From an optimization exercise on the open Yosys and OpenROAD flow, aimed at small area and a short achievable clock period; shortcuts taken in it are not production practice.
At most, simulation tests tie the RTL to the original design; equivalence was not proved.
No activity file was given, so power comes from the tool's default toggle rates.

==> flow/design.v (excerpt) <==
module conv3x3_fp32(
    input         clk,
    input         resetn,
    input         valid_in,
    input  [31:0] data,
    input  [31:0] w1, w2, w3, w4, w5, w6, w7, w8, w9,
    output        valid_out,
    output [31:0] data_out
);
==> flow/config.mk <==
export PLATFORM = sky130hd
export DESIGN_NAME = conv3x3_fp32
export DESIGN_NICKNAME = conv3x3_fp32
export VERILOG_FILES = /design/flow/design.v
export SDC_FILE = /design/flow/constraint.sdc
export NUM_CORES = 8
export LEC_CHECK = 0
export CAP_MARGIN = 30
export CORE_MARGIN = 2
export CORE_UTILIZATION = 45
export SLEW_MARGIN = 20
==> flow/constraint.sdc <==
create_clock -name core_clock -period 8.0 [get_ports {clk}]
set_input_delay 1.6000 -clock core_clock [delete_from_list [all_inputs] [get_ports {clk}]]
set_output_delay 1.6000 -clock core_clock [all_outputs]
set_load 0.01 [all_outputs]
run.sh (not shown) runs the stock make flow with config.mk's settings and CLKGATE_MAP_FILE= SYNTH_SCRIPT=/design/flow/synth_recipe.tcl, a recipe that flattens the netlist after the stock synthesis.
The baseline completed with no timing, DRC or antenna violations.
Next try:
Settings changed: SETUP_SLACK_MARGIN set to 4.5.
=> The new run produced a clean layout; setup slack gets better by 1.0 ns; area after synthesis does not change; design area rose by a few percent.
No functional check of the RTL was part of any run of this note.

Another version of the RTL of conv3x3_fp32 (not shown whole).
Size: ~28,000 cells after synthesis, about 4,600 flip-flops.
// conv3x3_fp32
module conv3x3_fp32(
    input         clk,
    input         resetn,
    input         valid_in,
    input  [31:0] data,
    input  [31:0] w1, w2, w3, w4, w5, w6, w7, w8, w9,
    output        valid_out,
    output [31:0] data_out
);
  reg [3:0] col, row;
  always @(posedge clk or negedge resetn) begin
    if (!resetn) begin col <= 4'd0; row <= 4'd0; end
    else if (valid_in) begin
      if (col == 4'd13) begin col <= 4'd0; row <= (row == 4'd13) ? 4'd0 : row + 4'd1; end
      else col <= col + 4'd1;
    end
  end
  wire win = valid_in & (row >= 4'd2) & (col >= 4'd2);
  reg [19:0] vp;
  always @(posedge clk or negedge resetn) begin
    if (!resetn) vp <= 20'd0;
    else vp <= {vp[18:0], win};
  end
  assign valid_out = vp[19];
  wire [4:0] de = (data[30:23] == 8'd0) ? 5'd0 : data[27:23] + 5'd17;
  wire [28:0] din = {data[31], de, data[22:0]};
  reg [28:0] lb [1:31];
  integer k;
  always @(posedge clk) if (valid_in) begin
    lb[1] <= din;
    for (k = 2; k <= 31; k = k + 1) lb[k] <= lb[k-1];
  end
  wire [22:0] wm1 = w1[22:0];
  wire [22:0] wm2 = w2[22:0];
  wire [22:0] wm3 = w3[22:0];
  wire [22:0] wm4 = w4[22:0];
  wire [22:0] wm5 = w5[22:0];
  wire [22:0] wm6 = w6[22:0];
  wire [22:0] wm7 = w7[22:0];
  wire [22:0] wm8 = w8[22:0];
  wire [22:0] wm9 = w9[22:0];
  reg [28:0] p1d [1:12];
  always @(posedge clk) begin
    p1d[1] <= lb[31];
    for (k = 2; k <= 12; k = k + 1) p1d[k] <= p1d[k-1];
  end
  wire [31:0] P1;
  cmul u_m1(.clk(clk), .xm(p1d[12][22:0]), .xe(p1d[12][27:23]), .xs(p1d[12][28]), .wm(wm1), .we(w1[30:23]), .ws(w1[31]), .p(P1));
  ...
==> flow/config.mk <==
export PLATFORM = sky130hd
export DESIGN_NAME = conv3x3_fp32
export DESIGN_NICKNAME = conv3x3_fp32
export VERILOG_FILES = /design/flow/design.v
export SDC_FILE = /design/flow/constraint.sdc
export NUM_CORES = 8
export LEC_CHECK = 0
export CAP_MARGIN = 30
export CORE_MARGIN = 2
export CORE_UTILIZATION = 55
export CTS_CLUSTER_DIAMETER = 80
export CTS_CLUSTER_SIZE = 30
export SETUP_SLACK_MARGIN = 4.2
export SLEW_MARGIN = 20
==> flow/constraint.sdc <==
create_clock -name core_clock -period 8.0 [get_ports {clk}]
set_input_delay 1.6000 -clock core_clock [delete_from_list [all_inputs] [get_ports {clk}]]
set_output_delay 1.6000 -clock core_clock [all_outputs]
set_load 0.01 [all_outputs]
standard.sh (not shown) runs the stock make flow with config.mk's settings and CLKGATE_MAP_FILE= SYNTH_SCRIPT=/design/flow/synth_recipe.tcl, a recipe that flattens the netlist after the stock synthesis.
==> flow/flow/run.sh <==
#!/bin/bash
set -euo pipefail
export BUFFER_PORTS_ARGS="-buffer_cell sky130_fd_sc_hd__buf_4"
bash standard.sh > standard_flow.log 2>&1
The first run went through all stages and came out clean.
==> next run, changes <==
SETUP_SLACK_MARGIN = 4.4   (was 4.2)
Outcome:
- combinational power came out higher by about 2%
- via count is higher by 0.81%
- hold slack got worse by 15 ps
- global-route usage is higher by 0.14 points
- wire length rose by 1.2%
- final area rises by about 2%
- setup slack gets better by 130 ps
- register-to-register slack is better by 130 ps

[port drivers added, routing unchanged]
In the flow no input, the clock included, has a driving cell. The finished layouts below were timed again as built, in two steps.
Step 1 sets driving cells, clkbuf_16 on the clock port and buf_2 on the other inputs (assumed; they add their load-dependent delay and slew).
Step 2 times the ports against the registers' clock, not the clock port: input delays grow and output delays shrink by t, the midpoint of the rising clock arrivals with the driver on.
Slacks: ideal ports / drivers / drivers and shift; pairs: ideal ports / drivers.
| run | shift t [ns] | setup WS [ns] | hold slack, ns | latest minus earliest clock arrival (ns) | slew at the worst register clock pin (ns) |
|---|---|---|---|---|---|
| the first run of note 1 | 1.274 | 2.528 / 2.528 / 2.528 | 0.298 / 0.298 / 0.298 | 0.097 / 0.097 | 0.07 / 0.07 |
| the second run of note 1 | 1.279 | 3.554 / 3.554 / 3.251 | 0.291 / 0.291 / 0.291 | 0.078 / 0.078 | 0.07 / 0.07 |
| the first run of note 2 | 1.091 | 4.254 / 4.254 / 3.253 | 0.308 / 0.308 / 0.308 | 0.063 / 0.063 | 0.12 / 0.12 |
| the second run of note 2 | 1.091 | 4.386 / 4.350 / 3.258 | 0.294 / 0.294 / 0.294 | 0.095 / 0.095 | 0.11 / 0.11 |
After both steps every run listed still meets setup and hold. The setup slack of the second run of note 2, which loses most, moves by -0.036 ns with the drivers and by -1.128 ns with both steps.
